Source: an optimization exercise on an open RTL-to-GDS flow (aim: small area). Production flows keep margins and buffers that such runs may drop. Only simulation tests tie the RTL to the original design; equivalence was not proved. Power is estimated from default activity; no workload was simulated.

## flow/design.v (module list and top-level ports; edited modules follow where they fit)
// module car_ram_lut: 23 lines
// module car_src: 235 lines
// module vga_sprite_car_core: 302 lines
module vga_sprite_car_core
   #(parameter CD = 12,    
               ADDR_WIDTH = 13,
               KEY_COLOR = 0
   )
   (
    input  logic clk, reset,
    input logic [10:0] x, y,
    input  logic cs,      
    input  logic write,  
    input  logic [13:0] addr,    
    input  logic [31:0] wr_data,
    input  logic [11:0] si_rgb,
    output logic [11:0] so_rgb
   );
  // ...
==> flow/run.sh <==
#!/bin/bash
# synth_recipe.tcl (not shown) runs the flow's synth.tcl, then flattens the netlist and writes it again
# the make line also repeats each setting of config.mk as NAME=value (left out here)
make -C /OpenROAD-flow-scripts/flow DESIGN_CONFIG=/design/flow/config.mk WORK_HOME=/design/flow/orfs CLKGATE_MAP_FILE= SYNTH_SCRIPT=/design/flow/synth_recipe.tcl finish
==> flow/config.mk <==
export PLATFORM = sky130hd
export DESIGN_NAME = vga_sprite_car_core
export DESIGN_NICKNAME = vga_sprite_car_core
export VERILOG_FILES = /design/flow/design.v
export SDC_FILE = /design/flow/constraint.sdc
export NUM_CORES = 4
export LEC_CHECK = 0
export CAP_MARGIN = 20
export CORE_MARGIN = 2
export CORE_UTILIZATION = 40
export PLACE_DENSITY = 0.6
export SLEW_MARGIN = 20
export SYNTH_MEMORY_MAX_BITS = 16384
==> flow/constraint.sdc <==
create_clock -name core_clock -period 10.0 [get_ports {clk}]
set_input_delay 2.0000 -clock core_clock [delete_from_list [all_inputs] [get_ports {clk}]]
set_output_delay 2.0000 -clock core_clock [all_outputs]
set_load 0.01 [all_outputs]
Not shown: flow/car.mem
==> impl_metrics.env, run 1 <==
export IMPL_status="finished clean"
export IMPL_cp_startpoint="x[0]"
export IMPL_antenna_cells=2
export IMPL_synth_top_family_by_area="compound AO/OA/AOI/OAI gates"
export IMPL_cts_made_buffers=67
export IMPL_layout_commonest_cell="inv_1"
export IMPL_synth_area_sq_um=48400
export IMPL_synthXorXnorAreaFrac_pct=2.24
export IMPL_synth_compound_area_share_pct=23.5
export IMPL_synth_cell_type_count=112
export IMPL_power_frac_comb_pct=31.4
export IMPL_synthArstFlopShare_pct=98.5
export IMPL_setup_ws_ns=1.19
export IMPL_antenna_found_initial=14
export IMPL_largest_class="multi-input gates"
export IMPL_power_leader="the clock network"
export IMPL_worstSetupPathType="in2reg"
export IMPL_crit_fanout=7
export IMPL_yosysTopAreaCellShare_pct=26.9
export IMPL_htreeDepth=3
export IMPL_fin_util_pct=44.5
export IMPL_use_met2_pct=40.5
export IMPL_worst_pin_slew_ns=1.17
export IMPL_netlist_instances=5756
export IMPL_cts_sinks=529
export IMPL_synth_edff_count=0
export IMPL_power_leakage_nw=24.0
export IMPL_switching_share_pct=35.2
==> module car_ram_lut, before the edit <==
module car_ram_lut 
   #(
    parameter ADDR_WIDTH = 10,   
              DATA_WIDTH = 2     
   )
   (
    input  logic clk,
    input  logic we,
    input  logic [ADDR_WIDTH-1:0] addr_r,
    input  logic [ADDR_WIDTH-1:0] addr_w,
    input  logic [DATA_WIDTH-1:0] din,
    output logic [DATA_WIDTH-1:0] dout
   );
   logic [DATA_WIDTH-1:0] ram [0:2**ADDR_WIDTH-1];
   logic [DATA_WIDTH-1:0] data_reg;
   initial 
      $readmemb("car.mem", ram);
   always_ff @(posedge clk)
   begin
      data_reg <= ram[addr_r];
   end
   assign dout = data_reg;
endmodule   
==> module car_src, before the edit <==
module car_src 
   #(
    parameter CD = 12,       
              ADDR = 10,     
              KEY_COLOR =0   
   )
   (
    input  logic clk,
    input  logic [10:0] x, y,    
    input  logic [10:0] x0, y0,  
    input  logic [10:0] x1, y1,  
    input  logic [10:0] x2, y2,  
    input  logic [10:0] x3, y3,  
    input  logic [10:0] x4, y4,  
    input  logic [10:0] x5, y5,  
    input  logic [10:0] x6, y6,  
    input  logic [10:0] x7, y7,  
    input  logic [10:0] x8, y8,  
    input  logic [10:0] x9, y9,  
    input  logic [10:0] x10, y10,  
    input  logic [10:0] x11, y11,  
    input  logic [10:0] x12, y12,  
    input  logic [10:0] x13, y13,  
    input  logic [10:0] x14, y14,  
    input  logic [10:0] x15, y15,  
    input  logic [10:0] x16, y16,  
    input  logic [10:0] x17, y17,  
    input  logic [10:0] x18, y18,  
    input  logic [10:0] x19, y19,  
    input  logic [3:0] ctrl_0,     
    input  logic [3:0] ctrl_1,     
    input  logic [3:0] ctrl_2,     
    input  logic [3:0] ctrl_3,     
    input  logic [3:0] ctrl_4,     
    input  logic [3:0] ctrl_5,     
    input  logic [3:0] ctrl_6,     
    input  logic [3:0] ctrl_7,     
    input  logic [3:0] ctrl_8,     
    input  logic [3:0] ctrl_9,     
    input  logic [3:0] ctrl_10,     
    input  logic [3:0] ctrl_11,     
    input  logic [3:0] ctrl_12,     
    input  logic [3:0] ctrl_13,     
    input  logic [3:0] ctrl_14,     
    input  logic [3:0] ctrl_15,     
    input  logic [3:0] ctrl_16,     
    input  logic [3:0] ctrl_17,     
    input  logic [3:0] ctrl_18,     
    input  logic [3:0] ctrl_19,     
    input  logic we ,
    input  logic [ADDR-1:0] addr_w,
    input  logic [1:0] pixel_in,
    output logic [CD-1:0] sprite_rgb
   );
   localparam H_SIZE = 32;  
   localparam V_SIZE = 32;  
   logic signed [11:0] xr0, yr0, xr1, yr1, xr2, yr2, xr3, yr3,   
                        xr4, yr4, xr5, yr5, xr6, yr6, xr7, yr7,
                        xr8, yr8, xr9, yr9, xr10, yr10, xr11, yr11,
                        xr12, yr12, xr13, yr13, xr14, yr14, xr15, yr15,
                        xr16, yr16, xr17, yr17, xr18, yr18, xr19, yr19;  
   logic in_region, in_region0, in_region1, in_region2, in_region3,
            in_region4, in_region5, in_region6, in_region7,
            in_region8, in_region9, in_region10, in_region11,
            in_region12, in_region13, in_region14, in_region15,
            in_region16, in_region17, in_region18, in_region19;
   logic [ADDR-1:0] addr_r;
   logic [1:0] plt_code;      
   logic [10:0] x_d1_reg;
   logic [CD-1:0]  out_rgb;
   logic [CD-1:0] full_rgb, sel_rgb;
   logic [CD-1:0] out_rgb_d1_reg;
   logic [1:0] color_sel, color_sel_0, color_sel_1, color_sel_2, color_sel_3,    
                    color_sel_4, color_sel_5, color_sel_6, color_sel_7,  
                    color_sel_8, color_sel_9, color_sel_10, color_sel_11,  
                    color_sel_12, color_sel_13, color_sel_14, color_sel_15,  
                    color_sel_16, color_sel_17, color_sel_18, color_sel_19;
   logic [1:0] id_sel_0, id_sel_1, id_sel_2, id_sel_3, 
                id_sel_4, id_sel_5, id_sel_6, id_sel_7,   
                id_sel_8, id_sel_9, id_sel_10, id_sel_11, 
                id_sel_12, id_sel_13, id_sel_14, id_sel_15, 
                id_sel_16, id_sel_17, id_sel_18, id_sel_19;
    assign color_sel_0 = ctrl_0[3:2];
    assign id_sel_0 = ctrl_0[1:0];
    assign color_sel_1 = ctrl_1[3:2];
    assign id_sel_1 = ctrl_1[1:0];
    assign color_sel_2 = ctrl_2[3:2];
    assign id_sel_2 = ctrl_2[1:0];
    assign color_sel_3 = ctrl_3[3:2];
    assign id_sel_3 = ctrl_3[1:0];
    assign color_sel_4 = ctrl_4[3:2];
    assign id_sel_4 = ctrl_4[1:0];
    assign color_sel_5 = ctrl_5[3:2];
    assign id_sel_5 = ctrl_5[1:0];
    assign color_sel_6 = ctrl_6[3:2];
    assign id_sel_6 = ctrl_6[1:0];
    assign color_sel_7 = ctrl_7[3:2];
    assign id_sel_7 = ctrl_7[1:0];
    assign color_sel_8 = ctrl_8[3:2];
    assign id_sel_8 = ctrl_8[1:0];
    assign color_sel_9 = ctrl_9[3:2];
    assign id_sel_9 = ctrl_9[1:0];
    assign color_sel_10 = ctrl_10[3:2];
    assign id_sel_10 = ctrl_10[1:0];
    assign color_sel_11 = ctrl_11[3:2];
    assign id_sel_11 = ctrl_11[1:0];
    assign color_sel_12 = ctrl_12[3:2];
    assign id_sel_12 = ctrl_12[1:0];
    assign color_sel_13 = ctrl_13[3:2];
    assign id_sel_13 = ctrl_13[1:0];
    assign color_sel_14 = ctrl_14[3:2];
    assign id_sel_14 = ctrl_14[1:0];
    assign color_sel_15 = ctrl_15[3:2];
    assign id_sel_15 = ctrl_15[1:0];
    assign color_sel_16 = ctrl_16[3:2];
    assign id_sel_16 = ctrl_16[1:0];
    assign color_sel_17 = ctrl_17[3:2];
    assign id_sel_17 = ctrl_17[1:0];
    assign color_sel_18 = ctrl_18[3:2];
    assign id_sel_18 = ctrl_18[1:0];
    assign color_sel_19 = ctrl_19[3:2];
    assign id_sel_19 = ctrl_19[1:0];
   car_ram_lut #(.ADDR_WIDTH(ADDR), .DATA_WIDTH(2)) ram_unit (
      .clk(clk), .we(we), .addr_w(addr_w), .din(pixel_in),
      .addr_r(addr_r), .dout(plt_code));
   always_comb
      case (color_sel)
         2'b00:   sel_rgb = 12'hfff;   
         2'b01:   sel_rgb = 12'hf00;   
         2'b10:   sel_rgb = 12'hfa0;   
         default: sel_rgb = 12'h088;   
      endcase   
   always_comb
      case (plt_code)
         2'b00:   full_rgb = 12'h000;    
         2'b01:   full_rgb = 12'h0f0;    
         2'b10:   full_rgb = sel_rgb;    
         default: full_rgb = 12'hf00;    
      endcase     
    assign xr0 = $signed({1'b0, x}) - $signed({1'b0, x0});
    assign yr0 = $signed({1'b0, y}) - $signed({1'b0, y0});
    assign xr1 = $signed({1'b0, x}) - $signed({1'b0, x1});
    assign yr1 = $signed({1'b0, y}) - $signed({1'b0, y1});
    assign xr2 = $signed({1'b0, x}) - $signed({1'b0, x2});
    assign yr2 = $signed({1'b0, y}) - $signed({1'b0, y2});
    assign xr3 = $signed({1'b0, x}) - $signed({1'b0, x3});
    assign yr3 = $signed({1'b0, y}) - $signed({1'b0, y3});
    assign xr4 = $signed({1'b0, x}) - $signed({1'b0, x4});
    assign yr4 = $signed({1'b0, y}) - $signed({1'b0, y4});
    assign xr5 = $signed({1'b0, x}) - $signed({1'b0, x5});
    assign yr5 = $signed({1'b0, y}) - $signed({1'b0, y5});
    assign xr6 = $signed({1'b0, x}) - $signed({1'b0, x6});
    assign yr6 = $signed({1'b0, y}) - $signed({1'b0, y6});
    assign xr7 = $signed({1'b0, x}) - $signed({1'b0, x7});
    assign yr7 = $signed({1'b0, y}) - $signed({1'b0, y7});
    assign xr8 = $signed({1'b0, x}) - $signed({1'b0, x8});
    assign yr8 = $signed({1'b0, y}) - $signed({1'b0, y8});
    assign xr9 = $signed({1'b0, x}) - $signed({1'b0, x9});
    assign yr9 = $signed({1'b0, y}) - $signed({1'b0, y9});
    assign xr10 = $signed({1'b0, x}) - $signed({1'b0, x10});
    assign yr10 = $signed({1'b0, y}) - $signed({1'b0, y10});
    assign xr11 = $signed({1'b0, x}) - $signed({1'b0, x11});
    assign yr11 = $signed({1'b0, y}) - $signed({1'b0, y11});
    assign xr12 = $signed({1'b0, x}) - $signed({1'b0, x12});
    assign yr12 = $signed({1'b0, y}) - $signed({1'b0, y12});
    assign xr13 = $signed({1'b0, x}) - $signed({1'b0, x13});
    assign yr13 = $signed({1'b0, y}) - $signed({1'b0, y13});
    assign xr14 = $signed({1'b0, x}) - $signed({1'b0, x14});
    assign yr14 = $signed({1'b0, y}) - $signed({1'b0, y14});
    assign xr15 = $signed({1'b0, x}) - $signed({1'b0, x15});
    assign yr15 = $signed({1'b0, y}) - $signed({1'b0, y15});
    assign xr16 = $signed({1'b0, x}) - $signed({1'b0, x16});
    assign yr16 = $signed({1'b0, y}) - $signed({1'b0, y16});
    assign xr17 = $signed({1'b0, x}) - $signed({1'b0, x17});
    assign yr17 = $signed({1'b0, y}) - $signed({1'b0, y17});
    assign xr18 = $signed({1'b0, x}) - $signed({1'b0, x18});
    assign yr18 = $signed({1'b0, y}) - $signed({1'b0, y18});
    assign xr19 = $signed({1'b0, x}) - $signed({1'b0, x19});
    assign yr19 = $signed({1'b0, y}) - $signed({1'b0, y19});
    assign in_region0 = ((0<= xr0) && (xr0<H_SIZE) && (0<=yr0) && (yr0<V_SIZE));
    assign in_region1 = ((0<= xr1) && (xr1<H_SIZE) && (0<=yr1) && (yr1<V_SIZE));
    assign in_region2 = ((0<= xr2) && (xr2<H_SIZE) && (0<=yr2) && (yr2<V_SIZE));
    assign in_region3 = ((0<= xr3) && (xr3<H_SIZE) && (0<=yr3) && (yr3<V_SIZE));
    assign in_region4 = ((0<= xr4) && (xr4<H_SIZE) && (0<=yr4) && (yr4<V_SIZE));
    assign in_region5 = ((0<= xr5) && (xr5<H_SIZE) && (0<=yr5) && (yr5<V_SIZE));
    assign in_region6 = ((0<= xr6) && (xr6<H_SIZE) && (0<=yr6) && (yr6<V_SIZE));
    assign in_region7 = ((0<= xr7) && (xr7<H_SIZE) && (0<=yr7) && (yr7<V_SIZE));
    assign in_region8 = ((0<= xr8) && (xr8<H_SIZE) && (0<=yr8) && (yr8<V_SIZE));
    assign in_region9 = ((0<= xr9) && (xr9<H_SIZE) && (0<=yr9) && (yr9<V_SIZE));
    assign in_region10 = ((0<= xr10) && (xr10<H_SIZE) && (0<=yr10) && (yr10<V_SIZE));
    assign in_region11 = ((0<= xr11) && (xr11<H_SIZE) && (0<=yr11) && (yr11<V_SIZE));
    assign in_region12 = ((0<= xr12) && (xr12<H_SIZE) && (0<=yr12) && (yr12<V_SIZE));
    assign in_region13 = ((0<= xr13) && (xr13<H_SIZE) && (0<=yr13) && (yr13<V_SIZE));
    assign in_region14 = ((0<= xr14) && (xr14<H_SIZE) && (0<=yr14) && (yr14<V_SIZE));
    assign in_region15 = ((0<= xr15) && (xr15<H_SIZE) && (0<=yr15) && (yr15<V_SIZE));
    assign in_region16 = ((0<= xr16) && (xr16<H_SIZE) && (0<=yr16) && (yr16<V_SIZE));
    assign in_region17 = ((0<= xr17) && (xr17<H_SIZE) && (0<=yr17) && (yr17<V_SIZE));
    assign in_region18 = ((0<= xr18) && (xr18<H_SIZE) && (0<=yr18) && (yr18<V_SIZE));
    assign in_region19 = ((0<= xr19) && (xr19<H_SIZE) && (0<=yr19) && (yr19<V_SIZE));
    always_comb 
    begin
        if (in_region0) begin addr_r = {id_sel_0, yr0[4:0], xr0[4:0]}; color_sel = color_sel_0; end
        else if (in_region1) begin addr_r = {id_sel_1, yr1[4:0], xr1[4:0]}; color_sel = color_sel_1; end
        else if (in_region2) begin addr_r = {id_sel_2, yr2[4:0], xr2[4:0]}; color_sel = color_sel_2; end
        else if (in_region3) begin addr_r = {id_sel_3, yr3[4:0], xr3[4:0]}; color_sel = color_sel_3; end
        else if (in_region4) begin addr_r = {id_sel_4, yr4[4:0], xr4[4:0]}; color_sel = color_sel_4; end
        else if (in_region5) begin addr_r = {id_sel_5, yr5[4:0], xr5[4:0]}; color_sel = color_sel_5; end
        else if (in_region6) begin addr_r = {id_sel_6, yr6[4:0], xr6[4:0]}; color_sel = color_sel_6; end
        else if (in_region7) begin addr_r = {id_sel_7, yr7[4:0], xr7[4:0]}; color_sel = color_sel_7; end
        else if (in_region8) begin addr_r = {id_sel_8, yr8[4:0], xr8[4:0]}; color_sel = color_sel_8; end
        else if (in_region9) begin addr_r = {id_sel_9, yr9[4:0], xr9[4:0]}; color_sel = color_sel_9; end
        else if (in_region10) begin addr_r = {id_sel_10, yr10[4:0], xr10[4:0]}; color_sel = color_sel_10; end
        else if (in_region11) begin addr_r = {id_sel_11, yr11[4:0], xr11[4:0]}; color_sel = color_sel_11; end
        else if (in_region12) begin addr_r = {id_sel_12, yr12[4:0], xr12[4:0]}; color_sel = color_sel_12; end
        else if (in_region13) begin addr_r = {id_sel_13, yr13[4:0], xr13[4:0]}; color_sel = color_sel_13; end
        else if (in_region14) begin addr_r = {id_sel_14, yr14[4:0], xr14[4:0]}; color_sel = color_sel_14; end
        else if (in_region15) begin addr_r = {id_sel_15, yr15[4:0], xr15[4:0]}; color_sel = color_sel_15; end
        else if (in_region16) begin addr_r = {id_sel_16, yr16[4:0], xr16[4:0]}; color_sel = color_sel_16; end
        else if (in_region17) begin addr_r = {id_sel_17, yr17[4:0], xr17[4:0]}; color_sel = color_sel_17; end
        else if (in_region18) begin addr_r = {id_sel_18, yr18[4:0], xr18[4:0]}; color_sel = color_sel_18; end
        else begin addr_r = {id_sel_19, yr19[4:0], xr19[4:0]}; color_sel = color_sel_19; end
    end
   assign in_region = (in_region0) | (in_region1) | (in_region2) | (in_region3) |
            (in_region4) | (in_region5) | (in_region6) | (in_region7) |
            (in_region8) | (in_region9) | (in_region10) | (in_region11) |
            (in_region12) | (in_region13) | (in_region14) | (in_region15) |
            (in_region16) | (in_region17) | (in_region18) | (in_region19);
   assign out_rgb = in_region ? full_rgb : KEY_COLOR;
   always_ff @(posedge clk) begin
      x_d1_reg <= x;
   end
   always_ff @(posedge clk) 
      out_rgb_d1_reg <= out_rgb;
   assign sprite_rgb = out_rgb_d1_reg;
endmodule
==> module vga_sprite_car_core, before the edit <==
module vga_sprite_car_core
   #(parameter CD = 12,    
               ADDR_WIDTH = 13,
               KEY_COLOR = 0
   )
   (
    input  logic clk, reset,
    input logic [10:0] x, y,
    input  logic cs,      
    input  logic write,  
    input  logic [13:0] addr,    
    input  logic [31:0] wr_data,
    input  logic [11:0] si_rgb,
    output logic [11:0] so_rgb
   );
   logic wr_en, wr_ram, wr_reg, wr_bypass;  
   logic wr_ctrl_0, wr_x0, wr_y0, wr_ctrl_1, wr_x1, wr_y1, wr_ctrl_2, wr_x2, wr_y2, wr_ctrl_3, wr_x3, wr_y3,
            wr_ctrl_4, wr_x4, wr_y4, wr_ctrl_5, wr_x5, wr_y5, wr_ctrl_6, wr_x6, wr_y6, wr_ctrl_7, wr_x7, wr_y7,
            wr_ctrl_8, wr_x8, wr_y8, wr_ctrl_9, wr_x9, wr_y9, wr_ctrl_10, wr_x10, wr_y10, wr_ctrl_11, wr_x11, wr_y11,
            wr_ctrl_12, wr_x12, wr_y12, wr_ctrl_13, wr_x13, wr_y13, wr_ctrl_14, wr_x14, wr_y14, wr_ctrl_15, wr_x15, wr_y15,
            wr_ctrl_16, wr_x16, wr_y16, wr_ctrl_17, wr_x17, wr_y17, wr_ctrl_18, wr_x18, wr_y18, wr_ctrl_19, wr_x19, wr_y19;
   logic [CD-1:0] sprite_rgb, chrom_rgb;
   logic [10:0] x0_reg, y0_reg, x1_reg, y1_reg, x2_reg, y2_reg, x3_reg, y3_reg, 
                x4_reg, y4_reg, x5_reg, y5_reg, x6_reg, y6_reg, x7_reg, y7_reg, 
                x8_reg, y8_reg, x9_reg, y9_reg, x10_reg, y10_reg, x11_reg, y11_reg, 
                x12_reg, y12_reg, x13_reg, y13_reg, x14_reg, y14_reg, x15_reg, y15_reg,
                x16_reg, y16_reg, x17_reg, y17_reg, x18_reg, y18_reg, x19_reg, y19_reg;
   logic [3:0] ctrl_0_reg, ctrl_1_reg, ctrl_2_reg, ctrl_3_reg,
                ctrl_4_reg, ctrl_5_reg, ctrl_6_reg, ctrl_7_reg,
                ctrl_8_reg, ctrl_9_reg, ctrl_10_reg, ctrl_11_reg,
                ctrl_12_reg, ctrl_13_reg, ctrl_14_reg, ctrl_15_reg,
            ctrl_16_reg, ctrl_17_reg, ctrl_18_reg, ctrl_19_reg;
   logic bypass_reg;
    car_src #(.CD(12), .KEY_COLOR(0), .ADDR(ADDR_WIDTH)) car_src_unit (
       .clk(clk), .x(x), .y(y), 
       .x0(x0_reg), .y0(y0_reg), .x1(x1_reg), .y1(y1_reg), .x2(x2_reg), .y2(y2_reg), .x3(x3_reg), .y3(y3_reg),
        .x4(x4_reg), .y4(y4_reg), .x5(x5_reg), .y5(y5_reg), .x6(x6_reg), .y6(y6_reg), .x7(x7_reg), .y7(y7_reg),
        .x8(x8_reg), .y8(y8_reg), .x9(x9_reg), .y9(y9_reg), .x10(x10_reg), .y10(y10_reg), .x11(x11_reg), .y11(y11_reg),
        .x12(x12_reg), .y12(y12_reg), .x13(x13_reg), .y13(y13_reg), .x14(x14_reg), .y14(y14_reg), .x15(x15_reg), .y15(y15_reg),
        .x16(x16_reg), .y16(y16_reg), .x17(x17_reg), .y17(y17_reg), .x18(x18_reg), .y18(y18_reg), .x19(x19_reg), .y19(y19_reg),
        .ctrl_0(ctrl_0_reg), .ctrl_1(ctrl_1_reg), .ctrl_2(ctrl_2_reg), .ctrl_3(ctrl_3_reg), 
        .ctrl_4(ctrl_4_reg), .ctrl_5(ctrl_5_reg), .ctrl_6(ctrl_6_reg), .ctrl_7(ctrl_7_reg), 
        .ctrl_8(ctrl_8_reg), .ctrl_9(ctrl_9_reg), .ctrl_10(ctrl_10_reg), .ctrl_11(ctrl_11_reg), 
        .ctrl_12(ctrl_12_reg), .ctrl_13(ctrl_13_reg), .ctrl_14(ctrl_14_reg), .ctrl_15(ctrl_15_reg), 
        .ctrl_16(ctrl_16_reg), .ctrl_17(ctrl_17_reg), .ctrl_18(ctrl_18_reg), .ctrl_19(ctrl_19_reg), 
       .we(wr_ram), .addr_w(addr[ADDR_WIDTH-1:0]),
       .pixel_in(wr_data[1:0]), .sprite_rgb(sprite_rgb));
   always_ff @(posedge clk, posedge reset)
      if (reset) begin
        x0_reg <= 0;
        y0_reg <= 0;
        x1_reg <= 0;
        y1_reg <= 0;
        x2_reg <= 0;
        y2_reg <= 0;
        x3_reg <= 0;
        y3_reg <= 0;
        x4_reg <= 0;
        y4_reg <= 0;
        x5_reg <= 0;
        y5_reg <= 0;
        x6_reg <= 0;
        y6_reg <= 0;
        x7_reg <= 0;
        y7_reg <= 0;
        x8_reg <= 0;
        y8_reg <= 0;
        x9_reg <= 0;
        y9_reg <= 0;
        x10_reg <= 0;
        y10_reg <= 0;
        x11_reg <= 0;
        y11_reg <= 0;
        x12_reg <= 0;
        y12_reg <= 0;
        x13_reg <= 0;
        y13_reg <= 0;
        x14_reg <= 0;
        y14_reg <= 0;
        x15_reg <= 0;
        y15_reg <= 0;
        x16_reg <= 0;
        y16_reg <= 0;
        x17_reg <= 0;
        y17_reg <= 0;
        x18_reg <= 0;
        y18_reg <= 0;
        x19_reg <= 0;
        y19_reg <= 0;
        ctrl_0_reg <= 4'b0000;    
        ctrl_1_reg <= 4'b0000;
        ctrl_2_reg <= 4'b0000;
        ctrl_3_reg <= 4'b0000;
        ctrl_4_reg <= 4'b0000;
        ctrl_5_reg <= 4'b0000;
        ctrl_6_reg <= 4'b0000;
        ctrl_7_reg <= 4'b0000;
        ctrl_8_reg <= 4'b0000;
        ctrl_9_reg <= 4'b0000;
        ctrl_10_reg <= 4'b0000;
        ctrl_11_reg <= 4'b0000;
        ctrl_12_reg <= 4'b0000;
        ctrl_13_reg <= 4'b0000;
        ctrl_14_reg <= 4'b0000;
        ctrl_15_reg <= 4'b0000;
        ctrl_16_reg <= 4'b0000;
        ctrl_17_reg <= 4'b0000;
        ctrl_18_reg <= 4'b0000;
        ctrl_19_reg <= 4'b0000;
        bypass_reg <= 0;
      end   
      else begin
        if (wr_x0)
            x0_reg <= wr_data[10:0];
        if (wr_y0)
            y0_reg <= wr_data[10:0];
        if (wr_x1)
            x1_reg <= wr_data[10:0];
        if (wr_y1)
            y1_reg <= wr_data[10:0];
        if (wr_x2)
            x2_reg <= wr_data[10:0];
        if (wr_y2)
            y2_reg <= wr_data[10:0];
        if (wr_x3)
            x3_reg <= wr_data[10:0];
        if (wr_y3)
            y3_reg <= wr_data[10:0];
        if (wr_x4)
            x4_reg <= wr_data[10:0];
        if (wr_y4)
            y4_reg <= wr_data[10:0];
        if (wr_x5)
            x5_reg <= wr_data[10:0];
        if (wr_y5)
            y5_reg <= wr_data[10:0];
        if (wr_x6)
            x6_reg <= wr_data[10:0];
        if (wr_y6)
            y6_reg <= wr_data[10:0];
        if (wr_x7)
            x7_reg <= wr_data[10:0];
        if (wr_y7)
            y7_reg <= wr_data[10:0];
        if (wr_x8)
            x8_reg <= wr_data[10:0];
        if (wr_y8)
            y8_reg <= wr_data[10:0];
        if (wr_x9)
            x9_reg <= wr_data[10:0];
        if (wr_y9)
            y9_reg <= wr_data[10:0];
        if (wr_x10)
            x10_reg <= wr_data[10:0];
        if (wr_y10)
            y10_reg <= wr_data[10:0];
        if (wr_x11)
            x11_reg <= wr_data[10:0];
        if (wr_y11)
            y11_reg <= wr_data[10:0];
        if (wr_x12)
            x12_reg <= wr_data[10:0];
        if (wr_y12)
            y12_reg <= wr_data[10:0];
        if (wr_x13)
            x13_reg <= wr_data[10:0];
        if (wr_y13)
            y13_reg <= wr_data[10:0];
        if (wr_x14)
            x14_reg <= wr_data[10:0];
        if (wr_y14)
            y14_reg <= wr_data[10:0];
        if (wr_x15)
            x15_reg <= wr_data[10:0];
        if (wr_y15)
            y15_reg <= wr_data[10:0];
        if (wr_x16)
            x16_reg <= wr_data[10:0];
        if (wr_y16)
            y16_reg <= wr_data[10:0];
        if (wr_x17)
            x17_reg <= wr_data[10:0];
        if (wr_y17)
            y17_reg <= wr_data[10:0];
        if (wr_x18)
            x18_reg <= wr_data[10:0];
        if (wr_y18)
            y18_reg <= wr_data[10:0];
        if (wr_x19)
            x19_reg <= wr_data[10:0];
        if (wr_y19)
            y19_reg <= wr_data[10:0];
         if (wr_bypass)
            bypass_reg <= wr_data[0];
        if (wr_ctrl_0)
            ctrl_0_reg <= wr_data[3:0];
        if (wr_ctrl_1)
            ctrl_1_reg <= wr_data[3:0];
        if (wr_ctrl_2)
            ctrl_2_reg <= wr_data[3:0];
        if (wr_ctrl_3)
            ctrl_3_reg <= wr_data[3:0];
        if (wr_ctrl_4)
            ctrl_4_reg <= wr_data[3:0];
        if (wr_ctrl_5)
            ctrl_5_reg <= wr_data[3:0];
        if (wr_ctrl_6)
            ctrl_6_reg <= wr_data[3:0];
        if (wr_ctrl_7)
            ctrl_7_reg <= wr_data[3:0];
        if (wr_ctrl_8)
            ctrl_8_reg <= wr_data[3:0];
        if (wr_ctrl_9)
            ctrl_9_reg <= wr_data[3:0];
        if (wr_ctrl_10)
            ctrl_10_reg <= wr_data[3:0];
        if (wr_ctrl_11)
            ctrl_11_reg <= wr_data[3:0];
        if (wr_ctrl_12)
            ctrl_12_reg <= wr_data[3:0];
        if (wr_ctrl_13)
            ctrl_13_reg <= wr_data[3:0];
        if (wr_ctrl_14)
            ctrl_14_reg <= wr_data[3:0];
        if (wr_ctrl_15)
            ctrl_15_reg <= wr_data[3:0];
        if (wr_ctrl_16)
            ctrl_16_reg <= wr_data[3:0];
        if (wr_ctrl_17)
            ctrl_17_reg <= wr_data[3:0];
        if (wr_ctrl_18)
            ctrl_18_reg <= wr_data[3:0];
        if (wr_ctrl_19)
            ctrl_19_reg <= wr_data[3:0];
      end      
    assign wr_en = write & cs;
    assign wr_ram = ~addr[13] && wr_en;
    assign wr_reg = addr[13] && wr_en;
    assign wr_bypass = wr_reg && (addr[5:0]==6'b000000);
    assign wr_x0 = wr_reg && (addr[5:0]==1);
    assign wr_y0 = wr_reg && (addr[5:0]==2);
    assign wr_ctrl_0 = wr_reg && (addr[5:0]==3);
    assign wr_x1 = wr_reg && (addr[5:0]==4);
    assign wr_y1 = wr_reg && (addr[5:0]==5);
    assign wr_ctrl_1 = wr_reg && (addr[5:0]==6);
    assign wr_x2 = wr_reg && (addr[5:0]==7);
    assign wr_y2 = wr_reg && (addr[5:0]==8);
    assign wr_ctrl_2 = wr_reg && (addr[5:0]==9);
    assign wr_x3 = wr_reg && (addr[5:0]==10);
    assign wr_y3 = wr_reg && (addr[5:0]==11);
    assign wr_ctrl_3 = wr_reg && (addr[5:0]==12);
    assign wr_x4 = wr_reg && (addr[5:0]==13);
    assign wr_y4 = wr_reg && (addr[5:0]==14);
    assign wr_ctrl_4 = wr_reg && (addr[5:0]==15);
    assign wr_x5 = wr_reg && (addr[5:0]==16);
    assign wr_y5 = wr_reg && (addr[5:0]==17);
    assign wr_ctrl_5 = wr_reg && (addr[5:0]==18);
    assign wr_x6 = wr_reg && (addr[5:0]==19);
    assign wr_y6 = wr_reg && (addr[5:0]==20);
    assign wr_ctrl_6 = wr_reg && (addr[5:0]==21);
    assign wr_x7 = wr_reg && (addr[5:0]==22);
    assign wr_y7 = wr_reg && (addr[5:0]==23);
    assign wr_ctrl_7 = wr_reg && (addr[5:0]==24);
    assign wr_x8 = wr_reg && (addr[5:0]==25);
    assign wr_y8 = wr_reg && (addr[5:0]==26);
    assign wr_ctrl_8 = wr_reg && (addr[5:0]==27);
    assign wr_x9 = wr_reg && (addr[5:0]==28);
    assign wr_y9 = wr_reg && (addr[5:0]==29);
    assign wr_ctrl_9 = wr_reg && (addr[5:0]==30);
    assign wr_x10 = wr_reg && (addr[5:0]==31);
    assign wr_y10 = wr_reg && (addr[5:0]==32);
    assign wr_ctrl_10 = wr_reg && (addr[5:0]==33);
    assign wr_x11 = wr_reg && (addr[5:0]==34);
    assign wr_y11 = wr_reg && (addr[5:0]==35);
    assign wr_ctrl_11 = wr_reg && (addr[5:0]==36);
    assign wr_x12 = wr_reg && (addr[5:0]==37);
    assign wr_y12 = wr_reg && (addr[5:0]==38);
    assign wr_ctrl_12 = wr_reg && (addr[5:0]==39);
    assign wr_x13 = wr_reg && (addr[5:0]==40);
    assign wr_y13 = wr_reg && (addr[5:0]==41);
    assign wr_ctrl_13 = wr_reg && (addr[5:0]==42);
    assign wr_x14 = wr_reg && (addr[5:0]==43);
    assign wr_y14 = wr_reg && (addr[5:0]==44);
    assign wr_ctrl_14 = wr_reg && (addr[5:0]==45);
    assign wr_x15 = wr_reg && (addr[5:0]==46);
    assign wr_y15 = wr_reg && (addr[5:0]==47);
    assign wr_ctrl_15 = wr_reg && (addr[5:0]==48);
    assign wr_x16 = wr_reg && (addr[5:0]==49);
    assign wr_y16 = wr_reg && (addr[5:0]==50);
    assign wr_ctrl_16 = wr_reg && (addr[5:0]==51);
    assign wr_x17 = wr_reg && (addr[5:0]==52);
    assign wr_y17 = wr_reg && (addr[5:0]==53);
    assign wr_ctrl_17 = wr_reg && (addr[5:0]==54);
    assign wr_x18 = wr_reg && (addr[5:0]==55);
    assign wr_y18 = wr_reg && (addr[5:0]==56);
    assign wr_ctrl_18 = wr_reg && (addr[5:0]==57);
    assign wr_x19 = wr_reg && (addr[5:0]==58);
    assign wr_y19 = wr_reg && (addr[5:0]==59);
    assign wr_ctrl_19 = wr_reg && (addr[5:0]==60);
   assign chrom_rgb = (sprite_rgb != KEY_COLOR) ? sprite_rgb : si_rgb;
   assign so_rgb = (bypass_reg) ? si_rgb : chrom_rgb;
endmodule
==> inputs of run 2 (changes only) <==
==> flow/design.v (replaced) <==
module car_ram_lut (
   input  logic [3:0] yf,
   input  logic [4:0] xm,
   output logic [1:0] code
);
   always_comb
      case ({yf, xm})
         9'd2: code = 2'd3;
         9'd3: code = 2'd3;
         9'd4: code = 2'd3;
         9'd5: code = 2'd3;
         9'd6: code = 2'd3;
         9'd7: code = 2'd3;
         9'd8: code = 2'd3;
         9'd9: code = 2'd3;
         9'd10: code = 2'd3;
         9'd11: code = 2'd3;
         9'd34: code = 2'd3;
         9'd35: code = 2'd3;
         9'd36: code = 2'd3;
         9'd37: code = 2'd3;
         9'd38: code = 2'd3;
         9'd39: code = 2'd3;
         9'd40: code = 2'd3;
         9'd41: code = 2'd3;
         9'd42: code = 2'd3;
         9'd43: code = 2'd3;
         9'd66: code = 2'd3;
         9'd67: code = 2'd3;
         9'd68: code = 2'd3;
         9'd69: code = 2'd3;
         9'd70: code = 2'd3;
         9'd71: code = 2'd3;
         9'd72: code = 2'd3;
         9'd73: code = 2'd3;
         9'd74: code = 2'd3;
         9'd75: code = 2'd3;
         9'd82: code = 2'd3;
         9'd83: code = 2'd3;
         9'd84: code = 2'd3;
         9'd85: code = 2'd3;
         9'd86: code = 2'd3;
         9'd87: code = 2'd3;
         9'd88: code = 2'd3;
         9'd89: code = 2'd3;
         9'd90: code = 2'd3;
         9'd91: code = 2'd3;
         9'd98: code = 2'd3;
         9'd99: code = 2'd3;
         9'd100: code = 2'd3;
         9'd101: code = 2'd3;
         9'd102: code = 2'd3;
         9'd103: code = 2'd3;
         9'd104: code = 2'd3;
         9'd105: code = 2'd3;
         9'd106: code = 2'd3;
         9'd107: code = 2'd3;
         9'd114: code = 2'd3;
         9'd115: code = 2'd3;
         9'd116: code = 2'd3;
         9'd117: code = 2'd3;
         9'd118: code = 2'd3;
         9'd119: code = 2'd3;
         9'd120: code = 2'd3;
         9'd121: code = 2'd3;
         9'd122: code = 2'd3;
         9'd123: code = 2'd3;
         9'd130: code = 2'd3;
         9'd131: code = 2'd3;
         9'd132: code = 2'd3;
         9'd133: code = 2'd3;
         9'd134: code = 2'd3;
         9'd135: code = 2'd3;
         9'd136: code = 2'd3;
         9'd137: code = 2'd3;
         9'd138: code = 2'd3;
         9'd139: code = 2'd3;
         9'd146: code = 2'd3;
         9'd147: code = 2'd3;
         9'd148: code = 2'd3;
         9'd149: code = 2'd3;
         9'd150: code = 2'd3;
         9'd151: code = 2'd3;
         9'd152: code = 2'd3;
         9'd153: code = 2'd3;
         9'd154: code = 2'd3;
         9'd155: code = 2'd3;
         9'd162: code = 2'd3;
         9'd163: code = 2'd3;
         9'd164: code = 2'd3;
         9'd165: code = 2'd3;
         9'd166: code = 2'd3;
         9'd167: code = 2'd3;
         9'd168: code = 2'd3;
         9'd169: code = 2'd3;
         9'd170: code = 2'd3;
         9'd171: code = 2'd3;
         9'd178: code = 2'd3;
         9'd179: code = 2'd3;
         9'd180: code = 2'd3;
         9'd181: code = 2'd3;
         9'd182: code = 2'd3;
         9'd183: code = 2'd3;
         9'd184: code = 2'd3;
         9'd185: code = 2'd3;
         9'd186: code = 2'd3;
         9'd187: code = 2'd3;
         9'd194: code = 2'd3;
         9'd195: code = 2'd3;
         9'd196: code = 2'd3;
         9'd197: code = 2'd3;
         9'd198: code = 2'd3;
         9'd199: code = 2'd3;
         9'd200: code = 2'd3;
         9'd201: code = 2'd3;
         9'd202: code = 2'd3;
         9'd203: code = 2'd3;
         9'd210: code = 2'd3;
         9'd211: code = 2'd3;
         9'd212: code = 2'd3;
         9'd213: code = 2'd3;
         9'd214: code = 2'd3;
         9'd215: code = 2'd3;
         9'd216: code = 2'd3;
         9'd217: code = 2'd3;
         9'd218: code = 2'd3;
         9'd219: code = 2'd3;
         9'd229: code = 2'd1;
         9'd230: code = 2'd1;
         9'd231: code = 2'd1;
         9'd246: code = 2'd1;
         9'd247: code = 2'd1;
         9'd261: code = 2'd1;
         9'd262: code = 2'd1;
         9'd263: code = 2'd1;
         9'd278: code = 2'd1;
         9'd279: code = 2'd1;
         9'd290: code = 2'd2;
         9'd291: code = 2'd2;
         9'd292: code = 2'd2;
         9'd293: code = 2'd2;
         9'd294: code = 2'd2;
         9'd295: code = 2'd2;
         9'd296: code = 2'd2;
         9'd297: code = 2'd2;
         9'd298: code = 2'd2;
         9'd299: code = 2'd2;
         9'd300: code = 2'd2;
         9'd301: code = 2'd2;
         9'd302: code = 2'd2;
         9'd303: code = 2'd2;
         9'd304: code = 2'd2;
         9'd305: code = 2'd2;
         9'd306: code = 2'd2;
         9'd307: code = 2'd2;
         9'd308: code = 2'd2;
         9'd309: code = 2'd2;
         9'd310: code = 2'd2;
         9'd311: code = 2'd2;
         9'd312: code = 2'd2;
         9'd313: code = 2'd2;
         9'd314: code = 2'd2;
         9'd315: code = 2'd2;
         9'd322: code = 2'd2;
         9'd323: code = 2'd2;
         9'd324: code = 2'd2;
         9'd325: code = 2'd2;
         9'd326: code = 2'd2;
         9'd327: code = 2'd2;
         9'd328: code = 2'd2;
         9'd329: code = 2'd2;
         9'd330: code = 2'd2;
         9'd331: code = 2'd2;
         9'd332: code = 2'd2;
         9'd333: code = 2'd2;
         9'd334: code = 2'd2;
         9'd335: code = 2'd2;
         9'd336: code = 2'd2;
         9'd337: code = 2'd2;
         9'd338: code = 2'd2;
         9'd339: code = 2'd2;
         9'd340: code = 2'd2;
         9'd341: code = 2'd2;
         9'd342: code = 2'd2;
         9'd343: code = 2'd2;
         9'd344: code = 2'd2;
         9'd345: code = 2'd2;
         9'd346: code = 2'd2;
         9'd347: code = 2'd2;
         9'd352: code = 2'd1;
         9'd353: code = 2'd1;
         9'd354: code = 2'd1;
         9'd355: code = 2'd1;
         9'd356: code = 2'd1;
         9'd357: code = 2'd1;
         9'd358: code = 2'd1;
         9'd359: code = 2'd1;
         9'd360: code = 2'd1;
         9'd361: code = 2'd1;
         9'd362: code = 2'd1;
         9'd363: code = 2'd1;
         9'd364: code = 2'd2;
         9'd365: code = 2'd2;
         9'd366: code = 2'd2;
         9'd367: code = 2'd2;
         9'd368: code = 2'd1;
         9'd369: code = 2'd1;
         9'd370: code = 2'd1;
         9'd371: code = 2'd1;
         9'd372: code = 2'd1;
         9'd373: code = 2'd1;
         9'd374: code = 2'd2;
         9'd375: code = 2'd2;
         9'd376: code = 2'd2;
         9'd377: code = 2'd2;
         9'd378: code = 2'd2;
         9'd379: code = 2'd2;
         9'd380: code = 2'd2;
         9'd381: code = 2'd2;
         9'd384: code = 2'd1;
         9'd385: code = 2'd1;
         9'd386: code = 2'd1;
         9'd387: code = 2'd1;
         9'd388: code = 2'd1;
         9'd389: code = 2'd1;
         9'd390: code = 2'd1;
         9'd391: code = 2'd1;
         9'd392: code = 2'd1;
         9'd393: code = 2'd1;
         9'd394: code = 2'd1;
         9'd395: code = 2'd1;
         9'd396: code = 2'd2;
         9'd397: code = 2'd2;
         9'd398: code = 2'd2;
         9'd399: code = 2'd2;
         9'd400: code = 2'd1;
         9'd401: code = 2'd1;
         9'd402: code = 2'd1;
         9'd403: code = 2'd1;
         9'd404: code = 2'd1;
         9'd405: code = 2'd1;
         9'd406: code = 2'd2;
         9'd407: code = 2'd2;
         9'd408: code = 2'd2;
         9'd409: code = 2'd2;
         9'd410: code = 2'd2;
         9'd411: code = 2'd2;
         9'd412: code = 2'd2;
         9'd413: code = 2'd2;
         9'd416: code = 2'd1;
         9'd417: code = 2'd1;
         9'd418: code = 2'd2;
         9'd419: code = 2'd2;
         9'd420: code = 2'd3;
         9'd421: code = 2'd3;
         9'd422: code = 2'd2;
         9'd423: code = 2'd2;
         9'd424: code = 2'd3;
         9'd425: code = 2'd3;
         9'd426: code = 2'd2;
         9'd427: code = 2'd2;
         9'd428: code = 2'd3;
         9'd429: code = 2'd2;
         9'd430: code = 2'd2;
         9'd431: code = 2'd2;
         9'd432: code = 2'd2;
         9'd433: code = 2'd2;
         9'd434: code = 2'd1;
         9'd435: code = 2'd1;
         9'd436: code = 2'd1;
         9'd437: code = 2'd1;
         9'd438: code = 2'd1;
         9'd439: code = 2'd1;
         9'd440: code = 2'd2;
         9'd441: code = 2'd2;
         9'd442: code = 2'd2;
         9'd443: code = 2'd2;
         9'd444: code = 2'd2;
         9'd445: code = 2'd2;
         9'd446: code = 2'd2;
         9'd450: code = 2'd2;
         9'd451: code = 2'd2;
         9'd452: code = 2'd3;
         9'd453: code = 2'd3;
         9'd454: code = 2'd2;
         9'd455: code = 2'd2;
         9'd456: code = 2'd3;
         9'd457: code = 2'd3;
         9'd458: code = 2'd2;
         9'd459: code = 2'd2;
         9'd460: code = 2'd3;
         9'd461: code = 2'd3;
         9'd462: code = 2'd2;
         9'd463: code = 2'd2;
         9'd464: code = 2'd2;
         9'd465: code = 2'd2;
         9'd466: code = 2'd1;
         9'd467: code = 2'd1;
         9'd468: code = 2'd1;
         9'd469: code = 2'd1;
         9'd470: code = 2'd1;
         9'd471: code = 2'd1;
         9'd472: code = 2'd2;
         9'd473: code = 2'd2;
         9'd474: code = 2'd2;
         9'd475: code = 2'd2;
         9'd476: code = 2'd2;
         9'd477: code = 2'd2;
         9'd478: code = 2'd2;
         9'd479: code = 2'd2;
         9'd482: code = 2'd2;
         9'd483: code = 2'd2;
         9'd484: code = 2'd3;
         9'd485: code = 2'd3;
         9'd486: code = 2'd2;
         9'd487: code = 2'd2;
         9'd488: code = 2'd3;
         9'd489: code = 2'd3;
         9'd490: code = 2'd2;
         9'd491: code = 2'd2;
         9'd492: code = 2'd3;
         9'd493: code = 2'd3;
         9'd494: code = 2'd2;
         9'd495: code = 2'd2;
         9'd496: code = 2'd2;
         9'd497: code = 2'd2;
         9'd498: code = 2'd1;
         9'd499: code = 2'd1;
         9'd500: code = 2'd1;
         9'd501: code = 2'd1;
         9'd502: code = 2'd1;
         9'd503: code = 2'd1;
         9'd504: code = 2'd2;
         9'd505: code = 2'd2;
         9'd506: code = 2'd2;
         9'd507: code = 2'd2;
         9'd508: code = 2'd2;
         9'd509: code = 2'd2;
         9'd510: code = 2'd2;
         9'd511: code = 2'd2;
         default: code = 2'd0;
      endcase
endmodule
module car_src (
   input  logic [10:0] p,
   input  logic [5:0]  p_hi_m1,
   input  logic        p_hi_nz,
   input  logic [10:0] p0,
   output logic        hit
);
   logic [5:0] g;
   assign g[0] = 1'b1;
   for (genvar k = 0; k < 5; k++) begin : c
      assign g[k+1] = (~p0[k] & p[k]) | (~p0[k] & g[k]) | (p[k] & g[k]);
   end
   assign hit = g[5] ? (p0[10:5] == p[10:5])
                     : (p_hi_nz && (p0[10:5] == p_hi_m1));
endmodule
module vga_sprite_car_core
   #(parameter CD = 12,    
               ADDR_WIDTH = 13,
               KEY_COLOR = 0
   )
   (
    input  logic clk, reset,
    input  logic [10:0] x, y,
    input  logic cs,
    input  logic write,
    input  logic [13:0] addr,
    input  logic [31:0] wr_data,
    input  logic [11:0] si_rgb,
    output logic [11:0] so_rgb
   );
   localparam N = 20;
   logic [10:0] xo [0:N-1];
   logic [10:0] yo [0:N-1];
   logic [3:0]  ct [0:N-1];
   logic [N-1:0] vld;
   logic bypass_reg;
   logic wr_reg;
   logic [5:0] a;
   logic a_x, a_y, a_c;
   assign wr_reg = cs & write & addr[13];
   assign a = addr[5:0];
   always_comb begin
      a_x = 1'b0; a_y = 1'b0; a_c = 1'b0;
      for (int k = 0; k < N; k++) begin
         if (a == 6'(3*k+1)) a_x = 1'b1;
         if (a == 6'(3*k+2)) a_y = 1'b1;
         if (a == 6'(3*k+3)) a_c = 1'b1;
      end
   end
   logic [10:0] dx, dy;
   logic [3:0]  dc;
   assign dx = ~(wr_data[10:0] & {11{a_x}});    
   assign dy = ~(wr_data[10:0] & {11{a_y}});
   assign dc = wr_data[3:0] & {4{a_c}};
   always_ff @(posedge clk, posedge reset)
      if (reset)
         bypass_reg <= 1'b0;
      else if (wr_reg && a == 6'd0)
         bypass_reg <= wr_data[0];
   logic [5:0] x_hi_m1, y_hi_m1;
   logic x_hi_nz, y_hi_nz, base_hit;
   assign x_hi_m1 = x[10:5] - 6'd1;
   assign y_hi_m1 = y[10:5] - 6'd1;
   assign x_hi_nz = |x[10:5];
   assign y_hi_nz = |y[10:5];
   assign base_hit = ~x_hi_nz & ~y_hi_nz;    
   logic [N-1:0] hit;
   logic [14:0] d [0:N-1];
   genvar i;
   generate
      for (i = 0; i < N; i++) begin : spr
         logic wx, wy, wc, ws, hx, hy;
         assign wx = wr_reg && a == 6'(3*i+1);
         assign wy = wr_reg && a == 6'(3*i+2);
         assign wc = wr_reg && a == 6'(3*i+3);
         assign ws = wx | wy | wc;
         always_ff @(posedge clk)
            if (wx | (ws & ~vld[i])) xo[i] <= dx;
         always_ff @(posedge clk)
            if (wy | (ws & ~vld[i])) yo[i] <= dy;
         always_ff @(posedge clk)
            if (wc | (ws & ~vld[i])) ct[i] <= dc;
         always_ff @(posedge clk, posedge reset)
            if (reset)
               vld[i] <= 1'b0;
            else if (ws)
               vld[i] <= 1'b1;
         car_src hxu (.p(x), .p_hi_m1(x_hi_m1), .p_hi_nz(x_hi_nz), .p0(~xo[i]), .hit(hx));
         car_src hyu (.p(y), .p_hi_m1(y_hi_m1), .p_hi_nz(y_hi_nz), .p0(~yo[i]), .hit(hy));
         assign hit[i] = vld[i] ? (hx & hy) : base_hit;
         assign d[i] = {vld[i], ct[i], ~yo[i][4:0], ~xo[i][4:0]};
      end
   endgenerate
   logic [14:0] ds, de;
   always_comb begin
      ds = d[N-1];
      for (int k = N-2; k >= 0; k--)
         if (hit[k]) ds = d[k];
   end
   assign de = ds[14] ? ds : 15'd0;
   logic covered;
   assign covered = |hit;
   logic [4:0] xr, yr, xm;
   logic [3:0] yf;
   logic [1:0] img, body, code;
   assign xr = x[4:0] - de[4:0];
   assign yr = y[4:0] - de[9:5];
   assign img = de[11:10];
   assign body = de[13:12];
   assign xm = xr ^ {5{img[0]}};
   assign yf = yr[3:0] ^ {4{yr[4]}};
   car_ram_lut rom (.yf(yf), .xm(xm), .code(code));
   logic [1:0] code_reg, ecode_reg, body_reg;
   always_ff @(posedge clk)
      code_reg <= img[1] ? 2'd0 : code;
   always_ff @(posedge clk) begin
      ecode_reg <= covered ? code_reg : 2'd0;
      body_reg <= body;
   end
   logic [11:0] spr_rgb;
   always_comb
      case (ecode_reg)
         2'd1: spr_rgb = 12'h0f0;
         2'd2:
            case (body_reg)
               2'd0: spr_rgb = 12'hfff;
               2'd1: spr_rgb = 12'hf00;
               2'd2: spr_rgb = 12'hfa0;
               default: spr_rgb = 12'h088;
            endcase
         default: spr_rgb = 12'hf00;
      endcase
   assign so_rgb = (bypass_reg || ecode_reg == 2'd0) ? si_rgb : spr_rgb;
endmodule
--- a/flow/config.mk
+++ b/flow/config.mk
@@ -5,9 +5,11 @@
 export SDC_FILE = /design/flow/constraint.sdc
 export NUM_CORES = 4
 export LEC_CHECK = 0
+export ABC_AREA = 1
 export CAP_MARGIN = 20
 export CORE_MARGIN = 2
 export CORE_UTILIZATION = 40
+export CTS_BUF_LIST = sky130_fd_sc_hd__clkbuf_8
 export PLACE_DENSITY = 0.6
 export SLEW_MARGIN = 20
 export SYNTH_MEMORY_MAX_BITS = 16384
removed: flow/car.mem
==> run 2 against run 1 <==
- still clean
- total power down 28%
- non-clock buffer count down 33
- sequential share of layout area up 23 points
- combinational power down 74%
- first-iteration DRC count down 48%
- register-to-register slack better by 0.29 ns
- count of clock-buffer cells in the layout up 1
==> impl_metrics.env, run 2 <==
export IMPL_num_vias=23700
export IMPL_yosysTopAreaCellShare_pct=51.5
export IMPL_areaGrowthSynthToFinish_pct=12.2
export IMPL_start_util_pct=40.6
export IMPL_fin_worst_skew_ns=0.0264
export IMPL_met3_usage_pct=3.20
export IMPL_cts_resized=0
export IMPL_antenna_found_initial=1
export IMPL_drive_above_1_share_pct=8.17
export IMPL_netlist_instances=3119
export IMPL_drtAntennaViolNets=0
export IMPL_drv_cap=0
export IMPL_yosysTopAreaCell="edfxtp_1"
export IMPL_worst_r2r_endpoint="code_reg[0]"
export IMPL_syn_avg_cell_area_sq_um=9.72
export IMPL_met1_usage_pct=32.9
export IMPL_nNetsFinal=3340
export IMPL_holdPathEnd="ecode_reg[0]"
export IMPL_max_vdd_ir_drop_mv=0.0886
export IMPL_power_leakage_nw=13.7
export IMPL_drtIter0Drc=2263
export IMPL_dieArea_sq_um=78000
export IMPL_worst_path_most_repeated_cell="nand2_1"
export IMPL_stdcell_count=4285
export IMPL_ys_seq_area_share_pct=53.6
export IMPL_top_regs="xo: 220 flops, yo: 220 flops, ct: 80 flops"
export IMPL_grtUsageTotal_pct=23.9
export IMPL_postCtsSetupRepairBufs=0
export IMPL_fillers=7049
export IMPL_rsz0062_at_grt="false"
export IMPL_crit_slowest_cell="inv_1"
export IMPL_synthTopCellsByArea="edfxtp_1, nand2_1, xor2_1"
export IMPL_use_met2_pct=38.5
export IMPL_p_switching_w=0.00134
export IMPL_p_int_w=0.00373
export IMPL_fmax_mhz=112
export IMPL_placed_cells=4109
export IMPL_worst_pin_slew_ns=1.05
export IMPL_top_usage_layer="met2"
export IMPL_r2r_start="yo[17][6]"
export IMPL_place_ws_ns=0.428
export IMPL_ios=96
export IMPL_start_kind="input pin"
export IMPL_synth_cell_type_count=69
export IMPL_drc_errors=0
export IMPL_ff2ff_path_depth=40
export IMPL_hold_depth=2
export IMPL_status="finished clean"
export IMPL_grt_max_degree=36
export IMPL_fin_tns_setup_ns=0
export IMPL_grt_first_pass_wirelength_mm=139
export IMPL_grt_pass1_vias=22500
export IMPL_power_density_nw_per_um2=149
export IMPL_hp_start="code_reg[0]"
export IMPL_synth_area_sq_um=30300
export IMPL_worstSetupPathType="in2reg"
export IMPL_cts_tree="built"
export IMPL_viasPerCell=5.53
export IMPL_synth_flop_cell="edfxtp_1"
export IMPL_clk_pin_slew_worst_paths_ns=0.06
export IMPL_hpwlAfterDp_mm=68.8
export IMPL_required_ns=10.62
export IMPL_gr_total_overflow=0
export IMPL_rows=100
export IMPL_worst_r2r_setup_slack_ns=3.30
export IMPL_critPathCaptureType="flop"
export IMPL_post_drt_wl_per_cell_microns=21.9
export IMPL_ys_seq_elements=547
export IMPL_clockBufferDepth=3
export IMPL_power_frac_seq_pct=50.1
export IMPL_clk_latency_ns=0.70
export IMPL_wirelength_mm=94.0
export IMPL_htreeDepth=3
export IMPL_crit_fanout=15
export IMPL_syn_nets=3224
export IMPL_hold_violations=0
export IMPL_pwr_share_clk_pct=38.5
export IMPL_io_buffers=67
export IMPL_layout_common_cells="nand2_1, edfxtp_1, inv_1, nor2_1, xor2_1"
export IMPL_synth_edff_count=520
export IMPL_ys_warnings_count=6
export IMPL_min_period_ns=8.92
export IMPL_synth_most_common_cell="nand2_1"
export IMPL_synthArstFlopShare_pct=3.84
export IMPL_cts_sinks=547
export IMPL_slew_headroom_pct=28.8
export IMPL_power_w=0.00508
export IMPL_coreArea_sq_um=74700
export IMPL_cts_made_buffers=92
export IMPL_cts_hold_buf=0
export IMPL_dieHeight_microns=279
export IMPL_place_congestion=0.955
export IMPL_hold_path_class="reg2reg"
export IMPL_power_frac_comb_pct=11.4
export IMPL_layout_commonest_cell="nand2_1"
export IMPL_finalMaxSlewViolations=0
export IMPL_dr_pass1_iters=5
export IMPL_setup_ws_ns=1.08
export IMPL_setup_viol=0
export IMPL_switching_share_pct=26.5
export IMPL_fin_crit_sh_pct=89.2
export IMPL_root_buffer="clkbuf_8"
export IMPL_die_w_microns=279
export IMPL_synth_common_cells="nand2_1, edfxtp_1, inv_1"
export IMPL_critical_path_arrival_ns=9.54
export IMPL_worst_path_largest_cell_delay_ns=0.48
==> run 2: changes by cell type after synthesis, moves of 92 or more <==
cell	delta
a21o_1	-98
clkbuf_1	-128
dfrtp_1	-500
edfxtp_1	+520
ha_1	-430
inv_1	-334
mux2_2	-336
nand2_1	+110
nand2b_1	-114
nor2_1	-131
nor2b_1	-92
o21a_1	-109
o21ai_0	-310
xor2_1	+153
==> run 2: power groups by stage <==
stage / clock (W) / combinational (W) / sequential (W)
floorplan: 0 / 0.000370 / 0.00259
global placement: 0 / 0.000570 / 0.00259
detailed placement: 0 / 0.000572 / 0.00259
CTS: 0.00199 / 0.000574 / 0.00254
global route: 0.00210 / 0.000634 / 0.00254
finish: 0.00196 / 0.000577 / 0.00254
==> run 2: logic make-up after synthesis <==
| group | Yosys count | share of synthesized area (%) |
|---|---|---|
| DFF | 547 | 53.6 |
| xor gates and xnor gates | 363 | 10.6 |
| AOI/OAI and AO/OA | 649 | 13.2 |
| buffers and inverters | 426 | 5.69 |
| and+or+nand+nor | 1109 | 15.8 |
| adders and majority gates | 25 | 1.05 |
==> run 2: worst max-delay path, delay by kind of cell <==
family                   cells  cell delay, ns
AO/OA/AOI/OAI               16            2.58
AND/OR/NAND/NOR             16            2.08
buffers and inverters        5            1.79
adder cells (fa/ha/maj)      3            0.85
XOR/XNOR                     1            0.22
==> run 2: worst max path at each step <==
stage	cells after the start	to	slack, ns	from
2_1_floorplan	44	code_reg[0]	2.51	x[6]
3_3_place_gp	43	code_reg[1]	0.43	x[5]
3_5_place_dp	41	code_reg[0]	0.43	x[5]
4_1_cts	41	code_reg[0]	1.14	x[5]
5_1_grt	43	code_reg[0]	0.30	x[7]
6_report	41	code_reg[0]	1.08	x[6]
==> run 2: cell type report <==
type                       instances  area, sq um  share of cell area [%]
inverter                         294         1110                    3.26
timing repair buffer             154         1330                    3.90
tap                              969         1210                    3.56
clock buffer                      97         1340                    3.92
clock inverter                    77          448                    1.32
multi-input combinational       2146        12300                    36.3
antenna                            1         2.50                 0.00735
sequential                       547        16300                    47.8
==> run 2: per-layer routing <==
| layer | wire length [microns] | part of all wire [%] |
|---|---|---|
| met4 | 3160 | 3.4 |
| met5 | 0 | 0 |
| met2 | 43000 | 46 |
| met1 | 41800 | 45 |
| met3 | 5970 | 6.4 |
==> run 2: metrics by stage <==
stage / instance area (sq um) / hold WS [ns] / utilization, %
after floorplan: 30300 / 0.390 / -
after global placement: 32200 / 0.423 / 43.2
after detailed placement: 32200 / 0.423 / 43.2
after CTS: 34000 / 0.428 / 45.5
after global routing: 34000 / 0.470 / 45.6
final: 34000 / 0.427 / 45.6
==> inputs of run 3 (changes only) <==
--- a/flow/config.mk
+++ b/flow/config.mk
@@ -9,7 +9,7 @@
 export CAP_MARGIN = 20
 export CORE_MARGIN = 2
 export CORE_UTILIZATION = 40
-export CTS_BUF_LIST = sky130_fd_sc_hd__clkbuf_8
+export CTS_BUF_LIST = sky130_fd_sc_hd__clkbuf_4
 export PLACE_DENSITY = 0.6
 export SLEW_MARGIN = 20
 export SYNTH_MEMORY_MAX_BITS = 16384
==> run 3 against run 2 <==
- still clean on timing, DRC and antenna
- register-to-register slack worse by 0.02 ns
- critical path depth unchanged
- sequential power about the same
- critical endpoint unchanged
- largest cell class unchanged
- highest routed layer unchanged
==> impl_metrics.env, run 3 <==
export IMPL_synthTopCellsByArea="edfxtp_1, nand2_1, xor2_1"
export IMPL_hp_start="code_reg[0]"
export IMPL_r2r_start="yo[17][6]"
export IMPL_synth_flop_cell="edfxtp_1"
export IMPL_grtUsageTotal_pct=24.1
export IMPL_pwr_share_clk_pct=40.6
export IMPL_ys_seq_area_share_pct=53.6
export IMPL_grt_pass1_vias=22900
export IMPL_syn_avg_cell_area_sq_um=9.72
export IMPL_wirelength_mm=94.4
export IMPL_drtAntennaViolNets=0
export IMPL_setup_ws_ns=1.36
export IMPL_synthArstFlopShare_pct=3.84
export IMPL_dr_pass1_iters=6
export IMPL_clk_latency_ns=1.01
export IMPL_p_int_w=0.00388
export IMPL_top_regs="xo: 220 flops, yo: 220 flops, ct: 80 flops"
export IMPL_worst_r2r_setup_slack_ns=3.28
export IMPL_htreeDepth=4
export IMPL_worst_path_largest_cell_delay_ns=0.47
export IMPL_yosysTopAreaCellShare_pct=51.5
export IMPL_start_util_pct=40.6
export IMPL_crit_slowest_cell="inv_1"
export IMPL_critPathCaptureType="flop"
export IMPL_num_vias=24100
export IMPL_power_leakage_nw=13.8
export IMPL_setup_viol=0
export IMPL_die_w_microns=279
export IMPL_post_drt_wl_per_cell_microns=21.6
export IMPL_clockBufferDepth=3
export IMPL_hpwlAfterDp_mm=68.8
export IMPL_synth_common_cells="nand2_1, edfxtp_1, inv_1"
export IMPL_root_buffer="clkbuf_4"
export IMPL_rsz0062_at_grt="false"
export IMPL_postCtsSetupRepairBufs=0
export IMPL_syn_nets=3224
export IMPL_power_density_nw_per_um2=153
export IMPL_antenna_found_initial=2
export IMPL_place_ws_ns=0.428
export IMPL_viasPerCell=5.51
export IMPL_cts_tree="built"
export IMPL_fin_worst_skew_ns=0.0495
export IMPL_synth_most_common_cell="nand2_1"
export IMPL_cts_resized=0
export IMPL_power_frac_seq_pct=48.4
export IMPL_drv_cap=0
export IMPL_place_congestion=0.955
export IMPL_coreArea_sq_um=74700
export IMPL_dieHeight_microns=279
export IMPL_gr_total_overflow=0
export IMPL_dieArea_sq_um=78000
export IMPL_status="finished clean"
export IMPL_fillers=7073
export IMPL_max_vdd_ir_drop_mv=0.0765
export IMPL_drive_above_1_share_pct=11.3
export IMPL_holdPathEnd="ecode_reg[0]"
export IMPL_fmax_mhz=116
export IMPL_cts_sinks=547
export IMPL_power_frac_comb_pct=11.0
export IMPL_ys_seq_elements=547
export IMPL_worstSetupPathType="in2reg"
export IMPL_fin_util_pct=45.9
export IMPL_netlist_instances=3119
export IMPL_rows=100
export IMPL_worst_pin_slew_ns=1.09
export IMPL_crit_fanout=15
export IMPL_power_w=0.00525
export IMPL_hold_depth=2
export IMPL_fin_tns_setup_ns=0
export IMPL_drc_errors=0
export IMPL_areaGrowthSynthToFinish_pct=12.9
export IMPL_drtIter0Drc=2075
export IMPL_finalMaxSlewViolations=0
export IMPL_slew_headroom_pct=27.3
export IMPL_layout_common_cells="nand2_1, edfxtp_1, inv_1, nor2_1, clkbuf_4"
export IMPL_cts_hold_buf=0
export IMPL_switching_share_pct=26.1
export IMPL_yosysTopAreaCell="edfxtp_1"
export IMPL_fin_hold_ws_ns=0.434
export IMPL_worst_path_most_repeated_cell="nand2_1"
export IMPL_hold_path_class="reg2reg"
export IMPL_start_kind="input pin"
export IMPL_grt_first_pass_wirelength_mm=140
export IMPL_io_buffers=67
export IMPL_synth_cell_type_count=69
export IMPL_required_ns=10.92
export IMPL_worst_r2r_endpoint="code_reg[0]"
export IMPL_min_period_ns=8.64
export IMPL_grt_max_degree=36
export IMPL_p_switching_w=0.00137
export IMPL_layout_commonest_cell="nand2_1"
export IMPL_nNetsFinal=3396
export IMPL_synth_edff_count=520
export IMPL_critical_path_arrival_ns=9.56
export IMPL_synth_area_sq_um=30300
export IMPL_fin_crit_sh_pct=86.4
export IMPL_ff2ff_path_depth=40
export IMPL_ios=96
export IMPL_clk_pin_slew_worst_paths_ns=0.06
export IMPL_hold_violations=0
export IMPL_ys_warnings_count=6
export IMPL_cts_made_buffers=148
run 3: metal layers:
layer,routed length [microns],track usage [%],up-vias
met3,7040,4.52,167
met4,3070,9.48,0
met5,0,0,-
met1,41100,32.5,11600
met2,43200,38.5,945
li1,-,-,11400
run 3: metrics by stage:
stage / cell area, sq um / std cells
5_1_grt: 34300 / 4378
3_3_place_gp: 32200 / 4109
3_5_place_dp: 32200 / 4109
2_1_floorplan: 30300 / 3119
6_report: 34300 / 4378
4_1_cts: 34200 / 4372
run 3: logic make-up after synthesis:
group	share of synthesized area, %
xor gates and xnor gates	10.6
and+or+nand+nor	15.8
AOI/OAI and AO/OA	13.2
DFF	53.6
buffers and inverters	5.69
adders and majority gates	1.05
run 3: worst max-delay path: cells and delay by family:
family / cells / cell delay [ns]
buffers and inverters: 5 / 1.78
adder cells (fa/ha/maj): 3 / 0.85
AO/OA/AOI/OAI: 16 / 2.60
XOR/XNOR: 1 / 0.22
AND/OR/NAND/NOR: 16 / 2.09
run 3: worst max path at each step:
stage	from	end	slack, ns	cells past startpoint
floorplan	x[6]	code_reg[0]	2.51	44
CTS	x[5]	code_reg[0]	1.50	41
finish	x[6]	code_reg[0]	1.36	41
global route	x[7]	code_reg[0]	0.64	43
detailed placement	x[5]	code_reg[0]	0.43	41
global placement	x[5]	code_reg[1]	0.43	43
run 3: area by class of cell:
type	instances	area [sq um]	area share, %
well taps	969	1210	3.54
clock buffers	212	1590	4.65
multi-input cells	2146	12300	36.0
repair buffers	154	1330	3.87
flip-flops and latches	547	16300	47.5
inverters	294	1110	3.24
clock inverters	51	399	1.17
diodes	5	12.5	0.0365
run 3: power by group through the flow:
stage / Sequential (W) / Clock [W] / Combinational (W)
floorplan: 0.00259 / 0 / 0.000370
global placement: 0.00259 / 0 / 0.000570
detailed placement: 0.00259 / 0 / 0.000572
CTS: 0.00254 / 0.00218 / 0.000574
global route: 0.00254 / 0.00229 / 0.000634
finish: 0.00254 / 0.00213 / 0.000577

-- static timing again, ports no longer ideal --
The results above use ideal ports. As a check the final layouts listed here were re-extracted and re-timed, cells and wires unchanged. Step 1, drivers: a clkbuf_16 drives clk and a buf_2 each remaining input, both assumed. Step 2, shift: input delay + t, output delay - t, t = (earliest + latest rising clock arrival at the registers) / 2. This alone moves slack from input paths to output paths. Three values: ideal ports, drivers, drivers and shift; two values: the first two.
run	shift t [ns]	slack for setup (ns)	latest minus earliest clock arrival (ns)	worst data-port slew with drivers (ns)	cell pins on the clock port's net
run 1	0.708	1.189 / 1.220 / 0.512	0.031 / 0.031	0.15	1
run 2	0.738	1.081 / 1.097 / 0.358	0.032 / 0.033	0.08	1
run 3	1.043	1.364 / 1.384 / 0.340	0.059 / 0.059	0.07	1
After both steps every run listed still meets setup and hold. For run 3, which loses most, drivers alone change the setup slack by +0.020 ns; drivers and shift together by -1.024 ns.
